This design comes from an exercise in tuning for small area and a short achievable clock period on the open sky130 flow, not from production work. Where RTL was checked, it was by simulation tests only, not by an equivalence proof against the original. Only the layout flow was run in run 2; the RTL was not checked for function there. No activity file was given, so power comes from the tool's default toggle rates.

==> design/flow/design.v <==
module rf_bit(
	input  [31:1] sel,
	input  [31:1] val,
	output        q
);
wire [10:0] t;    
genvar k;
generate
	for (k = 0; k < 10; k = k + 1) begin : g3
		ao222_n u(.a1(sel[3*k+1]), .a2(val[3*k+1]), .b1(sel[3*k+2]), .b2(val[3*k+2]),
		          .c1(sel[3*k+3]), .c2(val[3*k+3]), .y(t[k]));
	end
endgenerate
assign t[10] = ~(sel[31] & val[31]);
assign q = ~(&t);
endmodule
module ao222_n(input a1, input a2, input b1, input b2, input c1, input c2, output y);
assign y = ~((a1 & a2) | (b1 & b2) | (c1 & c2));
endmodule
module dec5(input [4:0] a, output [31:1] y);
genvar k;
generate
	for (k = 1; k < 32; k = k + 1) begin : d
		assign y[k] = (a == k);
	end
endgenerate
endmodule
module mx2n(input a, input b, input s, output y);
assign y = ~(s ? b : a);
endmodule
module shifter(input [31:0] x, input rev, input [4:0] s, output [31:0] y);
wire [31:0] x0, l1, l2, l3, l4;
genvar i;
generate
	for (i = 0; i < 32; i = i + 1) begin : b
		mx2n m0(.a(x[i]), .b(x[31-i]), .s(rev), .y(x0[i]));    
		if (i < 31) mx2n m1(.a(x0[i]), .b(x0[i+1]), .s(s[0]), .y(l1[i]));
		else        assign l1[i] = ~(x0[i] | s[0]);
		if (i < 30) mx2n m2(.a(l1[i]), .b(l1[i+2]), .s(s[1]), .y(l2[i]));
		else        assign l2[i] = ~(l1[i] & ~s[1]);
		if (i < 28) mx2n m3(.a(l2[i]), .b(l2[i+4]), .s(s[2]), .y(l3[i]));
		else        assign l3[i] = ~(l2[i] | s[2]);
		if (i < 24) mx2n m4(.a(l3[i]), .b(l3[i+8]), .s(s[3]), .y(l4[i]));
		else        assign l4[i] = ~(l3[i] & ~s[3]);
		if (i < 16) mx2n m5(.a(l4[i]), .b(l4[i+16]), .s(s[4]), .y(y[i]));
		else        assign y[i] = ~(l4[i] | s[4]);
	end
endgenerate
endmodule
module wb_bit(
	input en_add, input v_add,
	input en_addr, input v_addr,
	input en_srl, input v_srl,
	input en_sll, input v_sll,
	input en_ld, input v_ld,
	input en_lui, input v_lui,
	input lx, input la, input x, input an,   
	output y
);
assign y = (en_add & v_add) | (en_addr & v_addr) | (en_srl & v_srl) | (en_sll & v_sll) |
           (en_ld & v_ld) | (en_lui & v_lui) | (lx & x) | (la & an);
endmodule
module addr_add(input [31:0] a, input [11:0] imm, output [31:0] s);
wire c12;
add12 lo(.a(a[11:0]), .b(imm), .ci(1'b0), .s(s[11:0]), .co(c12));
wire [19:0] ah = a[31:12];
wire [19:0] pa;    
genvar j;
assign pa[0] = 1'b1;
generate
	for (j = 1; j < 20; j = j + 1) begin : g
		assign pa[j] = &ah[j-1:0];
	end
endgenerate
assign s[31:12] = ah ^ (pa & {20{c12}});
endmodule
module alu(
	input  [31:0] a,           
	input  [31:0] b,           
	input  [31:0] instruction,
	input         is_rtype,
	input         is_itype,
	input         is_load,
	input         is_lui,
	input  [31:0] addr_sum,    
	input  [31:0] din,         
	output [31:0] wdata,
	output        eq           
);
wire [2:0] f3 = instruction[14:12];
wire [31:0] d = is_itype ? {20'd0, instruction[31:20]} : b;
wire do_sub = instruction[30] | f3[1];
wire [31:0] as;
wire co;
add32 u_as(.a(a), .b(b ^ {32{do_sub}}), .ci(do_sub), .s(as), .co(co));
wire ltu = ~co;
wire big = is_itype ? (|instruction[31:25]) : (|b[31:5]);
wire is_shift = (is_rtype | is_itype) & ~f3[1] & f3[0];
wire [31:0] sh;
shifter u_sh(.x(a), .rev(~f3[2]), .s(d[4:0]), .y(sh));
wire [31:0] x = a ^ d;
wire lx = (is_rtype | is_itype) & f3[2] & ~f3[0];           
wire la = (is_rtype | is_itype) & f3[2] & f3[1];            
wire en_add  = is_rtype & (f3 == 3'b000);
wire en_addr = is_itype & (f3 == 3'b000);
wire en_slt  = is_rtype & (f3 == 3'b010);
wire en_srl  = is_shift & f3[2] & ~big;
wire en_sll  = is_shift & ~f3[2] & ~big;
wire [31:0] wb;
genvar i;
generate
	for (i = 0; i < 32; i = i + 1) begin : w
		wb_bit u(.en_add(en_add), .v_add(as[i]), .en_addr(en_addr), .v_addr(addr_sum[i]),
		         .en_srl(en_srl), .v_srl(sh[i]), .en_sll(en_sll), .v_sll(sh[31-i]),
		         .en_ld(is_load), .v_ld(din[i]),
		         .en_lui(is_lui), .v_lui(i >= 12 ? instruction[i] : 1'b0),
		         .lx(lx), .la(la), .x(x[i]), .an(a[i] & d[i]), .y(wb[i]));
	end
endgenerate
assign wdata = {wb[31:1], wb[0] | (en_slt & ltu)};
assign eq = ~(|x);
endmodule
module add32(input [31:0] a, input [31:0] b, input ci, output [31:0] s, output co);
wire [31:0] p0 = a ^ b;
wire [31:0] g0 = a & b;
wire gc0 = g0[0] | (p0[0] & ci);
wire G1 = g0[1] | (p0[1] & gc0);
wire P1 = p0[1] & p0[0];
wire G2 = g0[3] | (p0[3] & g0[2]);
wire P2 = p0[3] & p0[2];
wire G3 = g0[5] | (p0[5] & g0[4]);
wire P3 = p0[5] & p0[4];
wire G4 = g0[7] | (p0[7] & g0[6]);
wire P4 = p0[7] & p0[6];
wire G5 = g0[9] | (p0[9] & g0[8]);
wire P5 = p0[9] & p0[8];
wire G6 = g0[11] | (p0[11] & g0[10]);
wire P6 = p0[11] & p0[10];
wire G7 = g0[13] | (p0[13] & g0[12]);
wire P7 = p0[13] & p0[12];
wire G8 = g0[15] | (p0[15] & g0[14]);
wire P8 = p0[15] & p0[14];
wire G9 = g0[17] | (p0[17] & g0[16]);
wire P9 = p0[17] & p0[16];
wire G10 = g0[19] | (p0[19] & g0[18]);
wire P10 = p0[19] & p0[18];
wire G11 = g0[21] | (p0[21] & g0[20]);
wire P11 = p0[21] & p0[20];
wire G12 = g0[23] | (p0[23] & g0[22]);
wire P12 = p0[23] & p0[22];
wire G13 = g0[25] | (p0[25] & g0[24]);
wire P13 = p0[25] & p0[24];
wire G14 = g0[27] | (p0[27] & g0[26]);
wire P14 = p0[27] & p0[26];
wire G15 = g0[29] | (p0[29] & g0[28]);
wire P15 = p0[29] & p0[28];
wire G16 = g0[31] | (p0[31] & g0[30]);
wire P16 = p0[31] & p0[30];
wire G17 = g0[2] | (p0[2] & G1);
wire P17 = p0[2] & P1;
wire G18 = G2 | (P2 & G1);
wire P18 = P2 & P1;
wire G19 = g0[6] | (p0[6] & G3);
wire P19 = p0[6] & P3;
wire G20 = G4 | (P4 & G3);
wire P20 = P4 & P3;
wire G21 = g0[10] | (p0[10] & G5);
wire P21 = p0[10] & P5;
wire G22 = G6 | (P6 & G5);
wire P22 = P6 & P5;
wire G23 = g0[14] | (p0[14] & G7);
wire P23 = p0[14] & P7;
wire G24 = G8 | (P8 & G7);
wire P24 = P8 & P7;
wire G25 = g0[18] | (p0[18] & G9);
wire P25 = p0[18] & P9;
wire G26 = G10 | (P10 & G9);
wire P26 = P10 & P9;
wire G27 = g0[22] | (p0[22] & G11);
wire P27 = p0[22] & P11;
wire G28 = G12 | (P12 & G11);
wire P28 = P12 & P11;
wire G29 = g0[26] | (p0[26] & G13);
wire P29 = p0[26] & P13;
wire G30 = G14 | (P14 & G13);
wire P30 = P14 & P13;
wire G31 = g0[30] | (p0[30] & G15);
wire P31 = p0[30] & P15;
wire G32 = G16 | (P16 & G15);
wire P32 = P16 & P15;
wire G33 = g0[4] | (p0[4] & G18);
wire P33 = p0[4] & P18;
wire G34 = G3 | (P3 & G18);
wire P34 = P3 & P18;
wire G35 = G19 | (P19 & G18);
wire P35 = P19 & P18;
wire G36 = G20 | (P20 & G18);
wire P36 = P20 & P18;
wire G37 = g0[12] | (p0[12] & G22);
wire P37 = p0[12] & P22;
wire G38 = G7 | (P7 & G22);
wire P38 = P7 & P22;
wire G39 = G23 | (P23 & G22);
wire P39 = P23 & P22;
wire G40 = G24 | (P24 & G22);
wire P40 = P24 & P22;
wire G41 = g0[20] | (p0[20] & G26);
wire P41 = p0[20] & P26;
wire G42 = G11 | (P11 & G26);
wire P42 = P11 & P26;
wire G43 = G27 | (P27 & G26);
wire P43 = P27 & P26;
wire G44 = G28 | (P28 & G26);
wire P44 = P28 & P26;
wire G45 = g0[28] | (p0[28] & G30);
wire P45 = p0[28] & P30;
wire G46 = G15 | (P15 & G30);
wire P46 = P15 & P30;
wire G47 = G31 | (P31 & G30);
wire P47 = P31 & P30;
wire G48 = G32 | (P32 & G30);
wire P48 = P32 & P30;
wire G49 = g0[8] | (p0[8] & G36);
wire P49 = p0[8] & P36;
wire G50 = G5 | (P5 & G36);
wire P50 = P5 & P36;
wire G51 = G21 | (P21 & G36);
wire P51 = P21 & P36;
wire G52 = G22 | (P22 & G36);
wire P52 = P22 & P36;
wire G53 = G37 | (P37 & G36);
wire P53 = P37 & P36;
wire G54 = G38 | (P38 & G36);
wire P54 = P38 & P36;
wire G55 = G39 | (P39 & G36);
wire P55 = P39 & P36;
wire G56 = G40 | (P40 & G36);
wire P56 = P40 & P36;
wire G57 = g0[24] | (p0[24] & G44);
wire P57 = p0[24] & P44;
wire G58 = G13 | (P13 & G44);
wire P58 = P13 & P44;
wire G59 = G29 | (P29 & G44);
wire P59 = P29 & P44;
wire G60 = G30 | (P30 & G44);
wire P60 = P30 & P44;
wire G61 = G45 | (P45 & G44);
wire P61 = P45 & P44;
wire G62 = G46 | (P46 & G44);
wire P62 = P46 & P44;
wire G63 = G47 | (P47 & G44);
wire P63 = P47 & P44;
wire G64 = G48 | (P48 & G44);
wire P64 = P48 & P44;
wire G65 = g0[16] | (p0[16] & G56);
wire P65 = p0[16] & P56;
wire G66 = G9 | (P9 & G56);
wire P66 = P9 & P56;
wire G67 = G25 | (P25 & G56);
wire P67 = P25 & P56;
wire G68 = G26 | (P26 & G56);
wire P68 = P26 & P56;
wire G69 = G41 | (P41 & G56);
wire P69 = P41 & P56;
wire G70 = G42 | (P42 & G56);
wire P70 = P42 & P56;
wire G71 = G43 | (P43 & G56);
wire P71 = P43 & P56;
wire G72 = G44 | (P44 & G56);
wire P72 = P44 & P56;
wire G73 = G57 | (P57 & G56);
wire P73 = P57 & P56;
wire G74 = G58 | (P58 & G56);
wire P74 = P58 & P56;
wire G75 = G59 | (P59 & G56);
wire P75 = P59 & P56;
wire G76 = G60 | (P60 & G56);
wire P76 = P60 & P56;
wire G77 = G61 | (P61 & G56);
wire P77 = P61 & P56;
wire G78 = G62 | (P62 & G56);
wire P78 = P62 & P56;
wire G79 = G63 | (P63 & G56);
wire P79 = P63 & P56;
wire G80 = G64 | (P64 & G56);
wire P80 = P64 & P56;
assign s = p0 ^ {G79, G78, G77, G76, G75, G74, G73, G72, G71, G70, G69, G68, G67, G66, G65, G56, G55, G54, G53, G52, G51, G50, G49, G36, G35, G34, G33, G18, G17, G1, gc0, ci};
assign co = G80;
endmodule
module add12(input [11:0] a, input [11:0] b, input ci, output [11:0] s, output co);
wire [11:0] p0 = a ^ b;
wire [11:0] g0 = a & b;
wire gc0 = g0[0] | (p0[0] & ci);
wire G1 = g0[1] | (p0[1] & gc0);
wire P1 = p0[1] & p0[0];
wire G2 = g0[3] | (p0[3] & g0[2]);
wire P2 = p0[3] & p0[2];
wire G3 = g0[5] | (p0[5] & g0[4]);
wire P3 = p0[5] & p0[4];
wire G4 = g0[7] | (p0[7] & g0[6]);
wire P4 = p0[7] & p0[6];
wire G5 = g0[9] | (p0[9] & g0[8]);
wire P5 = p0[9] & p0[8];
wire G6 = g0[11] | (p0[11] & g0[10]);
wire P6 = p0[11] & p0[10];
wire G7 = g0[2] | (p0[2] & G1);
wire P7 = p0[2] & P1;
wire G8 = G2 | (P2 & G1);
wire P8 = P2 & P1;
wire G9 = g0[6] | (p0[6] & G3);
wire P9 = p0[6] & P3;
wire G10 = G4 | (P4 & G3);
wire P10 = P4 & P3;
wire G11 = g0[10] | (p0[10] & G5);
wire P11 = p0[10] & P5;
wire G12 = G6 | (P6 & G5);
wire P12 = P6 & P5;
wire G13 = g0[4] | (p0[4] & G8);
wire P13 = p0[4] & P8;
wire G14 = G3 | (P3 & G8);
wire P14 = P3 & P8;
wire G15 = G9 | (P9 & G8);
wire P15 = P9 & P8;
wire G16 = G10 | (P10 & G8);
wire P16 = P10 & P8;
wire G17 = g0[8] | (p0[8] & G16);
wire P17 = p0[8] & P16;
wire G18 = G5 | (P5 & G16);
wire P18 = P5 & P16;
wire G19 = G11 | (P11 & G16);
wire P19 = P11 & P16;
wire G20 = G12 | (P12 & G16);
wire P20 = P12 & P16;
assign s = p0 ^ {G19, G18, G17, G16, G15, G14, G13, G8, G7, G1, gc0, ci};
assign co = G20;
endmodule
module decoder(
	input  [31:0] instruction,
	output        is_load,
	output        is_store,
	output        is_branch,
	output        is_lui,
	output        is_rtype,
	output        is_itype,
	output        regwrite
);
wire b2 = instruction[2];
wire b4 = instruction[4];
wire b5 = instruction[5];
wire b6 = instruction[6];
assign is_load   = ~b5 & ~b4;
assign is_store  = b5 & ~b4 & ~b6;
assign is_branch = b6;
assign is_lui    = b2;
assign is_rtype  = b5 & b4 & ~b2;
assign is_itype  = ~b5 & b4;
assign regwrite  = b4 | ~b5;    
endmodule
module riscv(
	input clk,
	input reset,
	output [31:0] iram_addr,
	input  [31:0] iram_data,
	output dram_read,
	output dram_write,
	output [31:0] dram_addr,
	output [31:0] dram_data_out,
	input  [31:0] dram_data_in
);
reg [31:0] pc;
reg [31:0] registers [1:31];
assign iram_addr = pc;
wire [31:0] instruction = iram_data;
wire [4:0] rd  = instruction[11:7];
wire [4:0] rs1 = instruction[19:15];
wire [4:0] rs2 = instruction[24:20];
wire is_load, is_store, is_branch, is_lui, is_rtype, is_itype, regwrite;
decoder decoder1(.instruction(instruction), .is_load(is_load), .is_store(is_store),
	.is_branch(is_branch), .is_lui(is_lui), .is_rtype(is_rtype), .is_itype(is_itype),
	.regwrite(regwrite));
wire [31:1] sel1, sel2;
dec5 d1(.a(rs1), .y(sel1));
dec5 d2(.a(rs2), .y(sel2));
wire [31:0] rs1_val, rs2_val;
genvar g, k;
generate
	for (g = 0; g < 32; g = g + 1) begin : rd_bit
		wire [31:1] col;
		for (k = 1; k < 32; k = k + 1) begin : c
			assign col[k] = registers[k][g];
		end
		rf_bit p1(.sel(sel1), .val(col), .q(rs1_val[g]));
		rf_bit p2(.sel(sel2), .val(col), .q(rs2_val[g]));
	end
endgenerate
wire [11:0] imm12 = is_store ? {instruction[31:25], instruction[11:7]} : instruction[31:20];
wire [31:0] addr_sum;
addr_add u_addr(.a(rs1_val), .imm(imm12), .s(addr_sum));
wire [31:0] wdata;
wire eq;
alu alu1(.a(rs1_val), .b(rs2_val), .instruction(instruction), .is_rtype(is_rtype),
	.is_itype(is_itype), .is_load(is_load), .is_lui(is_lui), .addr_sum(addr_sum),
	.din(dram_data_in), .wdata(wdata), .eq(eq));
assign dram_addr = addr_sum;
assign dram_data_out = rs2_val;
assign dram_write = is_store;
assign dram_read = is_load;
always @(posedge clk) begin
	if (regwrite && rd != 5'd0)
		registers[rd] <= wdata;
end
wire take = is_branch & eq;
wire [11:0] pc_inc = take ? {instruction[31], instruction[7], instruction[30:25], instruction[11:8]} : 12'd1;
wire [31:0] pc_next;
addr_add u_pc(.a(pc), .imm(pc_inc), .s(pc_next));
always @(posedge clk) begin
	if (reset) pc <= 32'd0;
	else pc <= pc_next;
end
endmodule
==> design/flow/run.sh <==
#!/bin/bash
# synth_recipe.tcl (not shown) runs the flow's synth.tcl, then flattens the netlist and writes it again
# the make line also repeats each setting of config.mk as NAME=value (left out here)
make -C /OpenROAD-flow-scripts/flow DESIGN_CONFIG=/design/flow/config.mk WORK_HOME=/design/flow/orfs CLKGATE_MAP_FILE= SYNTH_SCRIPT=/design/flow/synth_recipe.tcl finish
==> design/flow/config.mk <==
export PLATFORM = sky130hd
export DESIGN_NAME = riscv
export DESIGN_NICKNAME = riscv
export VERILOG_FILES = /design/flow/design.v
export SDC_FILE = /design/flow/constraint.sdc
export NUM_CORES = 4
export LEC_CHECK = 0
export CAP_MARGIN = 20
export CORE_MARGIN = 2
export CORE_UTILIZATION = 40
export SETUP_SLACK_MARGIN = 3
export SLEW_MARGIN = 20
export SYNTH_HIERARCHICAL = 1
==> design/flow/constraint.sdc <==
create_clock -name core_clock -period 12.0 [get_ports {clk}]
set_input_delay 2.4000 -clock core_clock [delete_from_list [all_inputs] [get_ports {clk}]]
set_output_delay 2.4000 -clock core_clock [all_outputs]
set_load 0.01 [all_outputs]
==> out/metrics.yaml, run 1 <==
fmaxAchievable_mhz: 104
yosysWarningCount: 7
grt_first_pass_wirelength_um: 271000
fillerInstances: 10100
route.detailed.vias_per_inst: 7.35
vias: 38200
postSynthRegisterBits: 1024
detail_route.wirelength_um: 199000
design.final.nets: 3733
globalRouteTotalUtil_pct: 31.6
grt_start_max_net_pins: 38
buffer_ports.inserted: 160
detailed_place_hpwl_um: 123000
gp_congestion: 0.966
number_of_synthesized_flops_with_an_enable_pin: 992
status: "complete, no violations"
worst_ep_arrival_time_ns: 7.21
initial_util_pct: 40.1
final_util_pct: 48.7
slew_headroom_pct: 12.9
crit_path_max_incr_delay_ns: 0.66
synth.yosys.seq_area_share_pct: 64.5
syn-cell-area_sq_um: 47200
crit_path_start_kind: "input pin"
ctsHoldBuffers: 0
cts_tree: "built"
total_leakage_power_nw: 19.3
net_sw_share_pct: 28.7
critPathMaxFanout: 7
timing.setup.critical_path_class: "input pin to output pin"
synthesis.instances: 3051
total_drc_errors_in_the_routed_layout: 0
endpoint_kind: "output pin"
placement.cell_area_sq_um: 52400
grt_pass1_vias: 36300
final.setup_skew_ns: 0.0968
cts_inserted_buffers: 104
layout_min_cycle_time_ns: 9.61
cts_num_sinks: 1024
pwr_density_cell_nw_per_um2: 155
synthDistinctLibCells: 76
synthArstFlopShare_pct: 0
drive_above_1_share_pct: 19.1
power_frac_seq_pct: 45.8
antenna_found_initial: 10
clock_power_share_pct: 35.2
die_h_um: 347
die_area_sq_um: 121000
critPathRequiredTime_ns: 9.60
ir_worst_vdd_uv: 129
avgRoutedWirePerCell_um: 38.3
dr.first_iter.drc_count: 9933
ys.flop_type: "sky130_fd_sc_hd__edfxtp_1"
ant_nets: 0
comb_power_share_pct: 19.0
timing.final.max_slew_violations: 0
hold_violations: 0
cts-root-buf: "sky130_fd_sc_hd__clkbuf_16"
ctsLongestPathBuffers: 3
setup_tns_ns: 0
floorplan.die.width_um: 347
core.rowCount: 126
report.final.setup_viol: 0
design.portCount: 164
critical_path.most_common_cell: "sky130_fd_sc_hd__buf_6"
cp_slowest_cell: "sky130_fd_sc_hd__a2111o_1"
mapped_avg_cell_area_sq_um: 15.5
worst_max_slew_pin_slew_ns: 1.30
hold_path.class: "flop to flop"
crit_chain: "buf_12, buf_8, or3b_4, nor2_4, buf_6, a222oi_1, nand4_1, a2111o_1, ha_4, o211ai_1, o211a_1, o31ai_4, a21o_4, and4_4, nand4_4, buf_6, nor3_4, xor2_2, buf_2"
p_switching_mw: 2.55
cts.reportedPaths.clkPinSlew_ns: 0.06
drv.max_cap_violation_count: 0
final.period_utilization_pct: 80.1
rsz0062_at_grt: "yes"
drt_pass1_iterations: 14
finalInstanceArea_sq_um: 57300
design_internal_power_mw: 6.33
clkLatencyLatePin_ns: 0.74
area_delta_synth_final_pct: 21.4
core_area_sq_um: 118000
cts-htree-levels: 3
grt_overflow: 0
==> timing repair <==
item / 4_1_cts / 5_1_grt
gates resized for setup: 256 / 52
pin swaps: 63 / 62
cloned: 8 / 1
buffers inserted: 74 / 34
setup endpoints to repair: 541 / 163
==> critical path, delay by kind of cell <==
kind                     cells  cell delay [ns]
AO/OA/AOI/OAI                6             1.91
AND/OR/NAND/NOR              6             1.47
buffers and inverters        5             0.81
adder cells (fa/ha/maj)      1             0.31
XOR/XNOR                     1             0.30
==> cell type report <==
class	instances	area [sq um]	share of cell area, %
multi-input cells	1938	17500	30.6
flip-flops and latches	1024	30400	53.1
inverters	46	173	0.301
diodes	6	15.0	0.0262
clock inverters	65	543	0.948
repair buffers	453	3990	6.96
well taps	1536	1920	3.35
clock buffers	125	2700	4.72
==> kinds of logic (layout without fill, tap and decap cells) <==
logic type	after synthesis	count (layout)	share of synthesized area, %
AO/OA/AOI/OAI	920	920	18.4
XOR/XNOR	97	97	1.80
adder cells (fa/ha/maj)	100	100	2.91
buffers and inverters	109	689	1.20
flip-flops	1024	1024	64.5
multiplexers	180	180	3.86
other	3	20	0.0239
AND/OR/NAND/NOR	618	627	7.30
==> per-layer routing <==
layer  part of all wire [%]  GRT usage, %  routed length (um)  vias up
li1                       -             -                   -    15200
met1                     36          41.1               70700    18900
met2                     42          45.7               82800     3468
met3                     17          12.6               33400      646
met4                    5.9          15.7               11700       10
met5                  0.055             0                 109        -
==> power by group through the flow <==
stage / logic, mW / clock network (mW) / registers [mW]
finish: 1.69 / 3.13 / 4.07
CTS: 1.58 / 3.14 / 4.07
global placement: 1.52 / 0 / 4.14
floorplan: 0.863 / 0 / 4.14
global route: 1.76 / 3.28 / 4.07
detailed placement: 1.53 / 0 / 4.14
==> sequential cells by signal (all words and copies together), names as in the netlist <==
name	cells
registers	992
pc	32
==> path summary, 6_finish.rpt <==
path | startpoint | to | slack, ns | cells after the start
worst max-delay path | iram_data[15] | dram_addr[29] | 2.39 | 19
worst min-delay path | pc[31] | pc[31] | 0.57 | 2
worst max register to register | registers[16][2] | pc[22] | 5.77 | 23
worst min register to register | pc[31] | pc[31] | 0.57 | 2
==> Yosys cell counts, types with 18 or more instances <==
master / instances / area (sq um)
sky130_fd_sc_hd__edfxtp_1: 992 / 29800
sky130_fd_sc_hd__a222oi_1: 640 / 6410
sky130_fd_sc_hd__nand4_1: 171 / 1070
sky130_fd_sc_hd__mux2i_1: 163 / 1630
sky130_fd_sc_hd__nor2_1: 150 / 563
sky130_fd_sc_hd__a22oi_1: 128 / 961
sky130_fd_sc_hd__nand2_1: 93 / 349
sky130_fd_sc_hd__ha_1: 84 / 1050
sky130_fd_sc_hd__a2111o_1: 64 / 721
sky130_fd_sc_hd__xnor2_1: 62 / 543
sky130_fd_sc_hd__nor2b_1: 53 / 332
sky130_fd_sc_hd__inv_1: 46 / 173
sky130_fd_sc_hd__buf_4: 38 / 285
sky130_fd_sc_hd__xor2_1: 35 / 307
sky130_fd_sc_hd__dfxtp_1: 32 / 641
sky130_fd_sc_hd__a21oi_1: 23 / 115
sky130_fd_sc_hd__nand3_1: 18 / 90.1
sky130_fd_sc_hd__nor3_1: 18 / 90.1
==> metrics by stage <==
stage / setup slack [ns] / total power [mW] / cells / hold WS, ns
floorplan: 3.02 / 5.00 / 3062 / 0.601
global placement: 0.365 / 5.66 / 4879 / 0.557
detailed placement: 0.309 / 5.67 / 4879 / 0.564
CTS: 2.59 / 8.79 / 5151 / 0.573
global route: 2.34 / 9.10 / 5187 / 0.602
finish: 2.39 / 8.88 / 5193 / 0.573
==> modules after synthesis, one instance, submodules excluded, a selection <==
module | area [sq um] | cells inside | flops+latches
rf_bit | 27.5 | 4 | 0
addr_add | 384 | 55 | 0
dec5 | 218 | 46 | 0
wb_bit | 36.3 | 5 | 0
mx2n | 10.0 | 1 | 0
ao222_n | 10.0 | 1 | 0
add12 | 475 | 57 | 0
alu | 1460 | 176 | 0
shifter | 206 | 34 | 0
add32 | 1340 | 176 | 0
riscv | 31000 | 1125 | 1024
==> placed cells by master (no fill, tap or decap), types with 15 or more instances in the layout <==
cell type                         synthesis  final
sky130_fd_sc_hd__edfxtp_1               992    992
sky130_fd_sc_hd__a222oi_1               640    640
sky130_fd_sc_hd__buf_4                   38    251
sky130_fd_sc_hd__nand4_1                171    171
sky130_fd_sc_hd__mux2i_1                163    163
sky130_fd_sc_hd__a22oi_1                128    128
sky130_fd_sc_hd__clkdlybuf4s50_1          0    124
sky130_fd_sc_hd__clkbuf_16                0    105
sky130_fd_sc_hd__nor2_4                   0     97
sky130_fd_sc_hd__nand2_1                 93     91
sky130_fd_sc_hd__ha_1                    84     79
sky130_fd_sc_hd__xnor2_1                 62     55
sky130_fd_sc_hd__nor2b_1                 53     53
sky130_fd_sc_hd__a2111o_1                64     53
sky130_fd_sc_hd__nor2_1                 150     48
sky130_fd_sc_hd__inv_1                   46     45
sky130_fd_sc_hd__buf_6                    1     40
sky130_fd_sc_hd__dfxtp_1                 32     32
sky130_fd_sc_hd__clkinv_1                 0     30
sky130_fd_sc_hd__xor2_1                  35     24
sky130_fd_sc_hd__a21oi_1                 23     20
sky130_fd_sc_hd__clkbuf_1                17     20
sky130_fd_sc_hd__clkinv_2                 0     17
sky130_fd_sc_hd__and3_1                  15     15
sky130_fd_sc_hd__mux2_2                  12     15
sky130_fd_sc_hd__nor2_2                   1     15
==> inputs of run 2 (changes only) <==
--- a/design/flow/design.v
+++ b/design/flow/design.v
@@ -1 +1,18 @@
+module c_inv  (input a, output y);                      assign y = ~a;                          endmodule
+module c_nand2(input a, input b, output y);             assign y = ~(a & b);                    endmodule
+module c_nor2 (input a, input b, output y);             assign y = ~(a | b);                    endmodule
+module c_xor2 (input a, input b, output y);             assign y = a ^ b;                       endmodule
+module c_xnor2(input a, input b, output y);             assign y = ~(a ^ b);                    endmodule
+module c_aoi21(input a1, input a2, input b1, output y); assign y = ~((a1 & a2) | b1);           endmodule
+module c_oai21(input a1, input a2, input b1, output y); assign y = ~((a1 | a2) & b1);           endmodule
+module c_nand3(input a, input b, input c, output y);    assign y = ~(a & b & c);                endmodule
+module c_nand4(input a, input b, input c, input d, output y); assign y = ~(a & b & c & d);      endmodule
+module c_or3  (input a, input b, input c, output y);    assign y = a | b | c;                   endmodule
+module c_mux2 (input a, input b, input s, output y);    assign y = s ? b : a;                   endmodule
+module ao222_n(input a1, input a2, input b1, input b2, input c1, input c2, output y);
+assign y = ~((a1 & a2) | (b1 & b2) | (c1 & c2));
+endmodule
+module mx2n(input a, input b, input s, output y);
+assign y = ~(s ? b : a);
+endmodule
 module rf_bit(
@@ -13,13 +30,19 @@
 endgenerate
-assign t[10] = ~(sel[31] & val[31]);
-assign q = ~(&t);
-endmodule
-module ao222_n(input a1, input a2, input b1, input b2, input c1, input c2, output y);
-assign y = ~((a1 & a2) | (b1 & b2) | (c1 & c2));
+c_nand2 u10(.a(sel[31]), .b(val[31]), .y(t[10]));
+wire h0, h1, h2;
+c_nand4 n0(.a(t[0]), .b(t[1]), .c(t[2]), .d(t[3]), .y(h0));
+c_nand4 n1(.a(t[4]), .b(t[5]), .c(t[6]), .d(t[7]), .y(h1));
+c_nand3 n2(.a(t[8]), .b(t[9]), .c(t[10]), .y(h2));
+c_or3   o(.a(h0), .b(h1), .c(h2), .y(q));
 endmodule
 module dec5(input [4:0] a, output [31:1] y);
+wire [3:0] lo = {a[1] & a[0], a[1] & ~a[0], ~a[1] & a[0], ~a[1] & ~a[0]};
+wire [7:0] hi;
 genvar k;
 generate
+	for (k = 0; k < 8; k = k + 1) begin : h
+		assign hi[k] = (a[4:2] == k);
+	end
 	for (k = 1; k < 32; k = k + 1) begin : d
-		assign y[k] = (a == k);
+		assign y[k] = lo[k % 4] & hi[k / 4];
 	end
@@ -27,5 +50,2 @@
 endmodule
-module mx2n(input a, input b, input s, output y);
-assign y = ~(s ? b : a);
-endmodule
 module shifter(input [31:0] x, input rev, input [4:0] s, output [31:0] y);
@@ -51,3 +71,2 @@
 	input en_add, input v_add,
-	input en_addr, input v_addr,
 	input en_srl, input v_srl,
@@ -59,10 +78,13 @@
 );
-assign y = (en_add & v_add) | (en_addr & v_addr) | (en_srl & v_srl) | (en_sll & v_sll) |
+assign y = (en_add & v_add) | (en_srl & v_srl) | (en_sll & v_sll) |
            (en_ld & v_ld) | (en_lui & v_lui) | (lx & x) | (la & an);
 endmodule
-module addr_add(input [31:0] a, input [11:0] imm, output [31:0] s);
+module add12z(input [31:0] a, input [11:0] b, output [31:0] s);
 wire c12;
-add12 lo(.a(a[11:0]), .b(imm), .ci(1'b0), .s(s[11:0]), .co(c12));
-wire [19:0] ah = a[31:12];
-wire [19:0] pa;    
+add12 lo(.a(a[11:0]), .b(b), .s(s[11:0]), .co(c12));
+wire [19:0] pa;
+hi_pre hp(.a(a[31:12]), .pa(pa));
+hi_inc hi(.a(a[31:12]), .pa(pa), .c(c12), .s(s[31:12]));
+endmodule
+module hi_pre(input [19:0] a, output [19:0] pa);
 genvar j;
@@ -71,6 +93,27 @@
 	for (j = 1; j < 20; j = j + 1) begin : g
-		assign pa[j] = &ah[j-1:0];
+		assign pa[j] = &a[j-1:0];
 	end
 endgenerate
-assign s[31:12] = ah ^ (pa & {20{c12}});
+endmodule
+module hi_inc(input [19:0] a, input [19:0] pa, input c, output [19:0] s);
+genvar j;
+generate
+	for (j = 0; j < 20; j = j + 1) begin : g
+		wire t;
+		c_nand2 n(.a(pa[j]), .b(c), .y(t));
+		c_xnor2 x(.a(a[j]), .b(t), .y(s[j]));
+	end
+endgenerate
+endmodule
+module pc_next(input [31:0] pc, input [11:0] immb, input take, output [31:0] nxt);
+wire cb, c1;
+wire [11:0] lb, l1;
+add12 lo(.a(pc[11:0]), .b(immb), .s(lb), .co(cb));
+assign l1 = pc[11:0] + 12'd1;
+assign c1 = &pc[11:0];
+wire [19:0] pa;
+hi_pre hp(.a(pc[31:12]), .pa(pa));
+wire c = take ? cb : c1;
+hi_inc hi(.a(pc[31:12]), .pa(pa), .c(c), .s(nxt[31:12]));
+assign nxt[11:0] = take ? lb : l1;
 endmodule
@@ -84,3 +127,2 @@
 	input         is_lui,
-	input  [31:0] addr_sum,    
 	input  [31:0] din,         
@@ -91,6 +133,6 @@
 wire [31:0] d = is_itype ? {20'd0, instruction[31:20]} : b;
-wire do_sub = instruction[30] | f3[1];
+wire do_sub = is_rtype & (instruction[30] | f3[1]);
 wire [31:0] as;
 wire co;
-add32 u_as(.a(a), .b(b ^ {32{do_sub}}), .ci(do_sub), .s(as), .co(co));
+add32 u_as(.a(a), .b(d ^ {32{do_sub}}), .ci(do_sub), .s(as), .co(co));
 wire ltu = ~co;
@@ -103,4 +145,3 @@
 wire la = (is_rtype | is_itype) & f3[2] & f3[1];            
-wire en_add  = is_rtype & (f3 == 3'b000);
-wire en_addr = is_itype & (f3 == 3'b000);
+wire en_add  = (is_rtype | is_itype) & (f3 == 3'b000);
 wire en_slt  = is_rtype & (f3 == 3'b010);
@@ -112,3 +153,3 @@
 	for (i = 0; i < 32; i = i + 1) begin : w
-		wb_bit u(.en_add(en_add), .v_add(as[i]), .en_addr(en_addr), .v_addr(addr_sum[i]),
+		wb_bit u(.en_add(en_add), .v_add(as[i]),
 		         .en_srl(en_srl), .v_srl(sh[i]), .en_sll(en_sll), .v_sll(sh[31-i]),
@@ -289,48 +330,160 @@
 endmodule
-module add12(input [11:0] a, input [11:0] b, input ci, output [11:0] s, output co);
-wire [11:0] p0 = a ^ b;
-wire [11:0] g0 = a & b;
-wire gc0 = g0[0] | (p0[0] & ci);
-wire G1 = g0[1] | (p0[1] & gc0);
-wire P1 = p0[1] & p0[0];
-wire G2 = g0[3] | (p0[3] & g0[2]);
-wire P2 = p0[3] & p0[2];
-wire G3 = g0[5] | (p0[5] & g0[4]);
-wire P3 = p0[5] & p0[4];
-wire G4 = g0[7] | (p0[7] & g0[6]);
-wire P4 = p0[7] & p0[6];
-wire G5 = g0[9] | (p0[9] & g0[8]);
-wire P5 = p0[9] & p0[8];
-wire G6 = g0[11] | (p0[11] & g0[10]);
-wire P6 = p0[11] & p0[10];
-wire G7 = g0[2] | (p0[2] & G1);
-wire P7 = p0[2] & P1;
-wire G8 = G2 | (P2 & G1);
-wire P8 = P2 & P1;
-wire G9 = g0[6] | (p0[6] & G3);
-wire P9 = p0[6] & P3;
-wire G10 = G4 | (P4 & G3);
-wire P10 = P4 & P3;
-wire G11 = g0[10] | (p0[10] & G5);
-wire P11 = p0[10] & P5;
-wire G12 = G6 | (P6 & G5);
-wire P12 = P6 & P5;
-wire G13 = g0[4] | (p0[4] & G8);
-wire P13 = p0[4] & P8;
-wire G14 = G3 | (P3 & G8);
-wire P14 = P3 & P8;
-wire G15 = G9 | (P9 & G8);
-wire P15 = P9 & P8;
-wire G16 = G10 | (P10 & G8);
-wire P16 = P10 & P8;
-wire G17 = g0[8] | (p0[8] & G16);
-wire P17 = p0[8] & P16;
-wire G18 = G5 | (P5 & G16);
-wire P18 = P5 & P16;
-wire G19 = G11 | (P11 & G16);
-wire P19 = P11 & P16;
-wire G20 = G12 | (P12 & G16);
-wire P20 = P12 & P16;
-assign s = p0 ^ {G19, G18, G17, G16, G15, G14, G13, G8, G7, G1, gc0, ci};
-assign co = G20;
+module add12(input [11:0] a, input [11:0] b, output [11:0] s, output co);
+wire w1;
+c_xnor2 u1(.a(a[0]), .b(b[0]), .y(w1));
+wire w2;
+c_xnor2 u2(.a(a[1]), .b(b[1]), .y(w2));
+wire w3;
+c_xnor2 u3(.a(a[2]), .b(b[2]), .y(w3));
+wire w4;
+c_xnor2 u4(.a(a[3]), .b(b[3]), .y(w4));
+wire w5;
+c_xnor2 u5(.a(a[4]), .b(b[4]), .y(w5));
+wire w6;
+c_xnor2 u6(.a(a[5]), .b(b[5]), .y(w6));
+wire w7;
+c_xnor2 u7(.a(a[6]), .b(b[6]), .y(w7));
+wire w8;
+c_xnor2 u8(.a(a[7]), .b(b[7]), .y(w8));
+wire w9;
+c_xnor2 u9(.a(a[8]), .b(b[8]), .y(w9));
+wire w10;
+c_xnor2 u10(.a(a[9]), .b(b[9]), .y(w10));
+wire w11;
+c_xnor2 u11(.a(a[10]), .b(b[10]), .y(w11));
+wire w12;
+c_xnor2 u12(.a(a[11]), .b(b[11]), .y(w12));
+wire w13;
+c_nand2 u13(.a(a[0]), .b(b[0]), .y(w13));
+wire w14;
+c_nand2 u14(.a(a[1]), .b(b[1]), .y(w14));
+wire w15;
+c_nand2 u15(.a(a[2]), .b(b[2]), .y(w15));
+wire w16;
+c_nand2 u16(.a(a[3]), .b(b[3]), .y(w16));
+wire w17;
+c_nand2 u17(.a(a[4]), .b(b[4]), .y(w17));
+wire w18;
+c_nand2 u18(.a(a[5]), .b(b[5]), .y(w18));
+wire w19;
+c_nand2 u19(.a(a[6]), .b(b[6]), .y(w19));
+wire w20;
+c_nand2 u20(.a(a[7]), .b(b[7]), .y(w20));
+wire w21;
+c_nand2 u21(.a(a[8]), .b(b[8]), .y(w21));
+wire w22;
+c_nand2 u22(.a(a[9]), .b(b[9]), .y(w22));
+wire w23;
+c_nand2 u23(.a(a[10]), .b(b[10]), .y(w23));
+wire w24;
+c_nand2 u24(.a(a[11]), .b(b[11]), .y(w24));
+wire w25;
+c_oai21 u25(.a1(w2), .a2(w13), .b1(w14), .y(w25));
+wire w26;
+c_oai21 u26(.a1(w4), .a2(w15), .b1(w16), .y(w26));
+wire w27;
+c_nor2 u27(.a(w4), .b(w3), .y(w27));
+wire w28;
+c_oai21 u28(.a1(w6), .a2(w17), .b1(w18), .y(w28));
+wire w29;
+c_nor2 u29(.a(w6), .b(w5), .y(w29));
+wire w30;
+c_oai21 u30(.a1(w8), .a2(w19), .b1(w20), .y(w30));
+wire w31;
+c_nor2 u31(.a(w8), .b(w7), .y(w31));
+wire w32;
+c_oai21 u32(.a1(w10), .a2(w21), .b1(w22), .y(w32));
+wire w33;
+c_nor2 u33(.a(w10), .b(w9), .y(w33));
+wire w34;
+c_oai21 u34(.a1(w12), .a2(w23), .b1(w24), .y(w34));
+wire w35;
+c_nor2 u35(.a(w12), .b(w11), .y(w35));
+wire w36;
+c_inv u36(.a(w25), .y(w36));
+wire w37;
+c_oai21 u37(.a1(w3), .a2(w36), .b1(w15), .y(w37));
+wire w38;
+c_aoi21 u38(.a1(w27), .a2(w25), .b1(w26), .y(w38));
+wire w39;
+c_inv u39(.a(w28), .y(w39));
+wire w40;
+c_inv u40(.a(w29), .y(w40));
+wire w41;
+c_oai21 u41(.a1(w7), .a2(w39), .b1(w19), .y(w41));
+wire w42;
+c_nor2 u42(.a(w7), .b(w40), .y(w42));
+wire w43;
+c_aoi21 u43(.a1(w31), .a2(w28), .b1(w30), .y(w43));
+wire w44;
+c_nand2 u44(.a(w31), .b(w29), .y(w44));
+wire w45;
+c_inv u45(.a(w32), .y(w45));
+wire w46;
+c_inv u46(.a(w33), .y(w46));
+wire w47;
+c_oai21 u47(.a1(w11), .a2(w45), .b1(w23), .y(w47));
+wire w48;
+c_nor2 u48(.a(w11), .b(w46), .y(w48));
+wire w49;
+c_aoi21 u49(.a1(w35), .a2(w32), .b1(w34), .y(w49));
+wire w50;
+c_nand2 u50(.a(w35), .b(w33), .y(w50));
+wire w51;
+c_oai21 u51(.a1(w5), .a2(w38), .b1(w17), .y(w51));
+wire w52;
+c_inv u52(.a(w38), .y(w52));
+wire w53;
+c_aoi21 u53(.a1(w29), .a2(w52), .b1(w28), .y(w53));
+wire w54;
+c_aoi21 u54(.a1(w42), .a2(w52), .b1(w41), .y(w54));
+wire w55;
+c_oai21 u55(.a1(w44), .a2(w38), .b1(w43), .y(w55));
+wire w56;
+c_inv u56(.a(w55), .y(w56));
+wire w57;
+c_oai21 u57(.a1(w9), .a2(w56), .b1(w21), .y(w57));
+wire w58;
+c_aoi21 u58(.a1(w33), .a2(w55), .b1(w32), .y(w58));
+wire w59;
+c_aoi21 u59(.a1(w48), .a2(w55), .b1(w47), .y(w59));
+wire w60;
+c_oai21 u60(.a1(w50), .a2(w56), .b1(w49), .y(w60));
+wire w61;
+c_inv u61(.a(w1), .y(w61));
+assign s[0] = w61;
+wire w62;
+c_xor2 u62(.a(w2), .b(w13), .y(w62));
+assign s[1] = w62;
+wire w63;
+c_xnor2 u63(.a(w3), .b(w25), .y(w63));
+assign s[2] = w63;
+wire w64;
+c_xnor2 u64(.a(w4), .b(w37), .y(w64));
+assign s[3] = w64;
+wire w65;
+c_xor2 u65(.a(w5), .b(w38), .y(w65));
+assign s[4] = w65;
+wire w66;
+c_xnor2 u66(.a(w6), .b(w51), .y(w66));
+assign s[5] = w66;
+wire w67;
+c_xor2 u67(.a(w7), .b(w53), .y(w67));
+assign s[6] = w67;
+wire w68;
+c_xor2 u68(.a(w8), .b(w54), .y(w68));
+assign s[7] = w68;
+wire w69;
+c_xnor2 u69(.a(w9), .b(w55), .y(w69));
+assign s[8] = w69;
+wire w70;
+c_xnor2 u70(.a(w10), .b(w57), .y(w70));
+assign s[9] = w70;
+wire w71;
+c_xor2 u71(.a(w11), .b(w58), .y(w71));
+assign s[10] = w71;
+wire w72;
+c_xor2 u72(.a(w12), .b(w59), .y(w72));
+assign s[11] = w72;
+assign co = w60;
 endmodule
@@ -397,3 +550,3 @@
 wire [31:0] addr_sum;
-addr_add u_addr(.a(rs1_val), .imm(imm12), .s(addr_sum));
+add12z u_addr(.a(rs1_val), .b(imm12), .s(addr_sum));
 wire [31:0] wdata;
@@ -401,3 +554,3 @@
 alu alu1(.a(rs1_val), .b(rs2_val), .instruction(instruction), .is_rtype(is_rtype),
-	.is_itype(is_itype), .is_load(is_load), .is_lui(is_lui), .addr_sum(addr_sum),
+	.is_itype(is_itype), .is_load(is_load), .is_lui(is_lui),
 	.din(dram_data_in), .wdata(wdata), .eq(eq));
@@ -412,8 +565,8 @@
 wire take = is_branch & eq;
-wire [11:0] pc_inc = take ? {instruction[31], instruction[7], instruction[30:25], instruction[11:8]} : 12'd1;
-wire [31:0] pc_next;
-addr_add u_pc(.a(pc), .imm(pc_inc), .s(pc_next));
+wire [31:0] pc_nxt;
+pc_next u_pcn(.pc(pc), .immb({instruction[31], instruction[7], instruction[30:25], instruction[11:8]}),
+	.take(take), .nxt(pc_nxt));
 always @(posedge clk) begin
 	if (reset) pc <= 32'd0;
-	else pc <= pc_next;
+	else pc <= pc_nxt;
 end
==> run 2 against run 1 <==
Effect of this change: cell area down 0.22%; final cell count rose by 2.0%; largest power group unchanged; area after synthesis grew 0.77%; largest cell class unchanged; core utilization shrank 0.24 points; clock skew shrank 0.062 ns.
==> out/metrics.yaml, run 2 <==
total_leakage_power_nw: 18.9  # -1.9%
cp_slowest_cell: "sky130_fd_sc_hd__or3_4"
initial_util_pct: 40.3  # +0.20 points
grt_first_pass_wirelength_um: 263000  # -3.2%
cts-root-buf: "sky130_fd_sc_hd__clkbuf_16"
final.period_utilization_pct: 77.0  # -3.2 points
cts-htree-levels: 3  # unchanged
die_h_um: 349  # +0.38%
design.portCount: 164  # unchanged
buffer_ports.inserted: 160  # unchanged
route.detailed.vias_per_inst: 7.16  # -2.6%
ctsLongestPathBuffers: 3  # unchanged
grt.met2_usage_pct: 44.5  # -1.2 points
detailed_place_hpwl_um: 118000  # -3.7%
postSynthRegisterBits: 1024  # unchanged
endpoint: "dram_addr[15]"
yosysMostFrequentCell: "sky130_fd_sc_hd__edfxtp_1"
grt_pass1_vias: 35400  # -2.6%
ant_nets: 0  # unchanged
dr.first_iter.drc_count: 8672  # -13%
rsz0062_at_grt: "yes"
place.detailed.instances: 4988  # +2.2%
die_area_sq_um: 122000  # +0.77%
timing.setup.critical_path_class: "input pin to output pin"
ys_top_cells_by_area: "sky130_fd_sc_hd__edfxtp_1, sky130_fd_sc_hd__a222oi_1, sky130_fd_sc_hd__mux2i_1, sky130_fd_sc_hd__xnor2_1, sky130_fd_sc_hd__nand4_1"
synth.largest_area_cell: "sky130_fd_sc_hd__edfxtp_1"
placement.cell_area_sq_um: 52400  # about the same
use_met1_pct: 39.6  # -1.5 points
slew_headroom_pct: 26.4  # +13 points
post_layout_nonfiller_instances: 5297  # +2.0%
timing.final.max_slew_violations: 0  # unchanged
yosys.area.top_type_share_pct: 62.6  # -0.48 points
drt_pass1_iterations: 12  # -2
cts.reportedPaths.clkPinSlew_ns: 0.06  # about the same
crit_path_max_incr_delay_ns: 0.64  # -0.02 ns
gp_congestion: 1.01  # +5.0%
endpoint_kind: "output pin"
cts_num_sinks: 1024  # unchanged
yosysWarningCount: 7  # unchanged
crit-reg2reg-launch: "registers[16][7]"
crit_chain: "buf_2, or3_4, nor2_4, buf_4, a222oi_1, nand4_1, or3_4, xnor2_2, o21ai_1, a21oi_2, o21ai_4, inv_1, o21ai_4, buf_12, nand2_1, xnor2_2, clkdlybuf4s50_1"
finalInstanceArea_sq_um: 57200  # -0.22%
netlist_top_cells_count: "sky130_fd_sc_hd__edfxtp_1, sky130_fd_sc_hd__a222oi_1, sky130_fd_sc_hd__mux2i_1, sky130_fd_sc_hd__nor2_1, sky130_fd_sc_hd__nand2_1"
antenna_found_initial: 5  # -5
grt_overflow: 0  # unchanged
worst_setup_path_startpoint: "iram_data[19]"
design.final.nets: 3800  # +1.8%
pwr_density_cell_nw_per_um2: 157  # +1.2%
total_drc_errors_in_the_routed_layout: 0  # unchanged
biggestRegsByFlops: "registers x992, pc x32"
grt_start_max_net_pins: 38  # unchanged
setup_tns_ns: 0  # unchanged
ir_worst_vdd_uv: 112  # -13%
most_common_cell_after_layout_fill_and_taps_aside: "sky130_fd_sc_hd__edfxtp_1"
area_delta_synth_final_pct: 20.2
rr_worst_depth: 17  # -26%
mapped_avg_cell_area_sq_um: 14.8  # -4.0%
synthDistinctLibCells: 74  # -2.6%
hold_violations: 0  # unchanged
flip_flop_count_of_the_largest_register_all_copies_and_words_added: 992  # unchanged
final_cell_mix: "sky130_fd_sc_hd__edfxtp_1, sky130_fd_sc_hd__a222oi_1, sky130_fd_sc_hd__buf_4, sky130_fd_sc_hd__mux2i_1, sky130_fd_sc_hd__nand2_1"
critPathRequiredTime_ns: 9.60  # about the same
layout_min_cycle_time_ns: 9.24  # -0.378 ns
worstReg2RegEnd: "registers[16][16]"
crit_path_start_kind: "input pin"
syn-cell-area_sq_um: 47600  # +0.77%
drv.max_cap_violation_count: 0  # unchanged
synthesis.instances: 3204  # +5.0%
core.rowCount: 126  # unchanged
fmaxAchievable_mhz: 108  # +4.1%
vias: 37900  # -0.61%
worst_max_slew_pin_slew_ns: 1.09  # -0.210 ns
cts_inserted_buffers: 105  # +0.96%
number_of_synthesized_flops_with_an_enable_pin: 992  # unchanged
final.setup_skew_ns: 0.0351  # -0.0617 ns
path_depth: 17  # -2
final_util_pct: 48.5  # -0.24 points
status: "complete, no violations"
crit_buf_inv: 5  # unchanged
top_register: "registers"
register_to_register_setup_slack_ns: 5.98  # +0.21 ns
synthArstFlopShare_pct: 0  # unchanged
avgRoutedWirePerCell_um: 36.4  # -4.9%
clkLatencyLatePin_ns: 0.72  # -0.02 ns
groute.layer.met3.usage_pct: 10.4  # -2.1 points
floorplan.die.width_um: 349  # +0.38%
drive_above_1_share_pct: 17.1  # -1.9 points
ys.flop_type: "sky130_fd_sc_hd__edfxtp_1"
cts_tree: "built"
ctsHoldBuffers: 0  # unchanged
top_usage_layer: "met2"
synth.yosys.seq_area_share_pct: 64.0  # -0.50 points
hold_path.class: "flop to flop"
cpLargestDelayFamily: "simple AND/OR/NAND/NOR gates"
detail_route.wirelength_um: 193000  # -3.0%
report.final.setup_viol: 0  # unchanged
worst_ep_arrival_time_ns: 6.84  # -0.37 ns
core_area_sq_um: 118000  # +0.27%
critPathMaxFanout: 9  # +2
globalRouteTotalUtil_pct: 30.3  # -1.2 points
-- run 2: cell count changes in the layout (fill, tap and decap cells not counted), moves of 35 or more --
cell and delta:
sky130_fd_sc_hd__buf_6 -35, sky130_fd_sc_hd__a2111o_1 -53, sky130_fd_sc_hd__nand3_1 +95, sky130_fd_sc_hd__or3_1 +50, sky130_fd_sc_hd__nand2_1 +61, sky130_fd_sc_hd__a22oi_1 -64
sky130_fd_sc_hd__xnor2_1 +54
-- run 2: worst min path at each step --
stage               cells after the start  slack (ns)  startpoint      to
floorplan                               2        0.58      pc[31]  pc[31]
global placement                        2        0.57      pc[30]  pc[30]
detailed placement                      2        0.58      pc[30]  pc[30]
CTS                                     2        0.59      pc[30]  pc[30]
global route                            2        0.64      pc[27]  pc[27]
finish                                  2        0.59      pc[30]  pc[30]
-- run 2: cells by family (layout without fill, tap and decap cells) --
logic type	Yosys count	count (layout)	share of synthesized area, %
DFF	1024	1024	64.0
AOI/OAI and AO/OA	846	846	16.7
and+or+nand+nor	815	823	9.40
muxes	181	181	3.86
xor gates and xnor gates	136	136	2.50
buffers and inverters	130	662	1.60
adders and majority gates	69	69	1.91
other	3	20	0.0237
-- run 2: tightest hold or removal path, cell delays in order, from the launching register on --
cell	delay (ns)
sky130_fd_sc_hd__dfxtp_1	0.33
sky130_fd_sc_hd__xnor2_1	0.12
sky130_fd_sc_hd__nor2b_1	0.10
-- run 2: final cells by class --
| type | instances | area (sq um) |
|---|---|---|
| well taps | 1536 | 1920 |
| fillers | 10100 | 60800 |
| clock inverters | 77 | 729 |
| inverters | 42 | 158 |
| flip-flops and latches | 1024 | 30400 |
| diodes | 6 | 15.0 |
| repair buffers | 423 | 3780 |
| multi-input cells | 2069 | 17400 |
| clock buffers | 120 | 2710 |
-- run 2: Yosys stat by module (local to each module, per instance), excerpt --
module	times used	flops+latches
c_aoi21	14	0
dec5	2	0
decoder	1	0
pc_next	1	0
hi_pre	2	0
wb_bit	32	0
c_nand3	64	0
c_xor2	12	0
c_nand4	128	0
mx2n	161	0
c_nor2	14	0
c_inv	16	0
ao222_n	640	0
-- run 2: metal layers --
layer	part of all wire [%]	routed length, um	up-vias
met5	0.0036	7	-
met3	16	30600	490
met2	43	82100	3291
li1	-	-	15400
met1	36	68900	18700
met4	5.8	11200	2
-- run 2: power by group --
| group | total (mW) | switching (mW) | leakage (nW) | internal [mW] |
|---|---|---|---|---|
| Sequential | 4.07 | 0.0194 | 9.28 | 4.05 |
| Clock | 3.27 | 1.42 | 1.68 | 1.84 |
| Combinational | 1.63 | 1.09 | 7.96 | 0.546 |
| Total | 8.97 | 2.53 | 18.9 | 6.44 |
-- run 2: per-stage QoR --
stage / power (mW) / hold WS [ns] / worst slack (ns)
5_1_grt: 9.18 / 0.639 / 2.75
3_5_place_dp: 5.63 / 0.578 / 1.43
4_1_cts: 8.89 / 0.592 / 2.87
2_1_floorplan: 4.99 / 0.580 / 3.12
3_3_place_gp: 5.62 / 0.574 / 1.44
6_report: 8.97 / 0.585 / 2.76
-- run 2: timing repair --
action,CTS,global route
setup endpoints to repair,141,116
setup buffers,67,30
gates cloned,8,1
pin swaps,39,26
gates resized for setup,83,38

## separate check: timing with driven ports
No port has a modelled driver above. Below, the same layouts with a new extraction and two added sets of constraints. Step 1 sets driving cells, clkbuf_16 on the clock port and buf_2 on the other inputs (assumed; they add their load-dependent delay and slew). Step 2 also shifts input and output timing later by t, the mid clock arrival at the registers, as if the neighbouring blocks saw the same clock. a / b / c = ideal / step 1 / step 2; a / b = the first two.
| run | t, ns | setup WS [ns] | worst register clock-pin slew, ns | cell pins on the clock port's net |
|---|---|---|---|---|
| run 1 | 0.772 | 2.386 / 2.251 / 2.251 | 0.06 / 0.06 | 1 |
| run 2 | 0.778 | 2.764 / 2.740 / 2.649 | 0.07 / 0.07 | 1 |
After both steps every run listed still meets setup and hold. The setup slack of run 1, which loses most, moves by -0.135 ns with the drivers and by -0.135 ns with both steps.
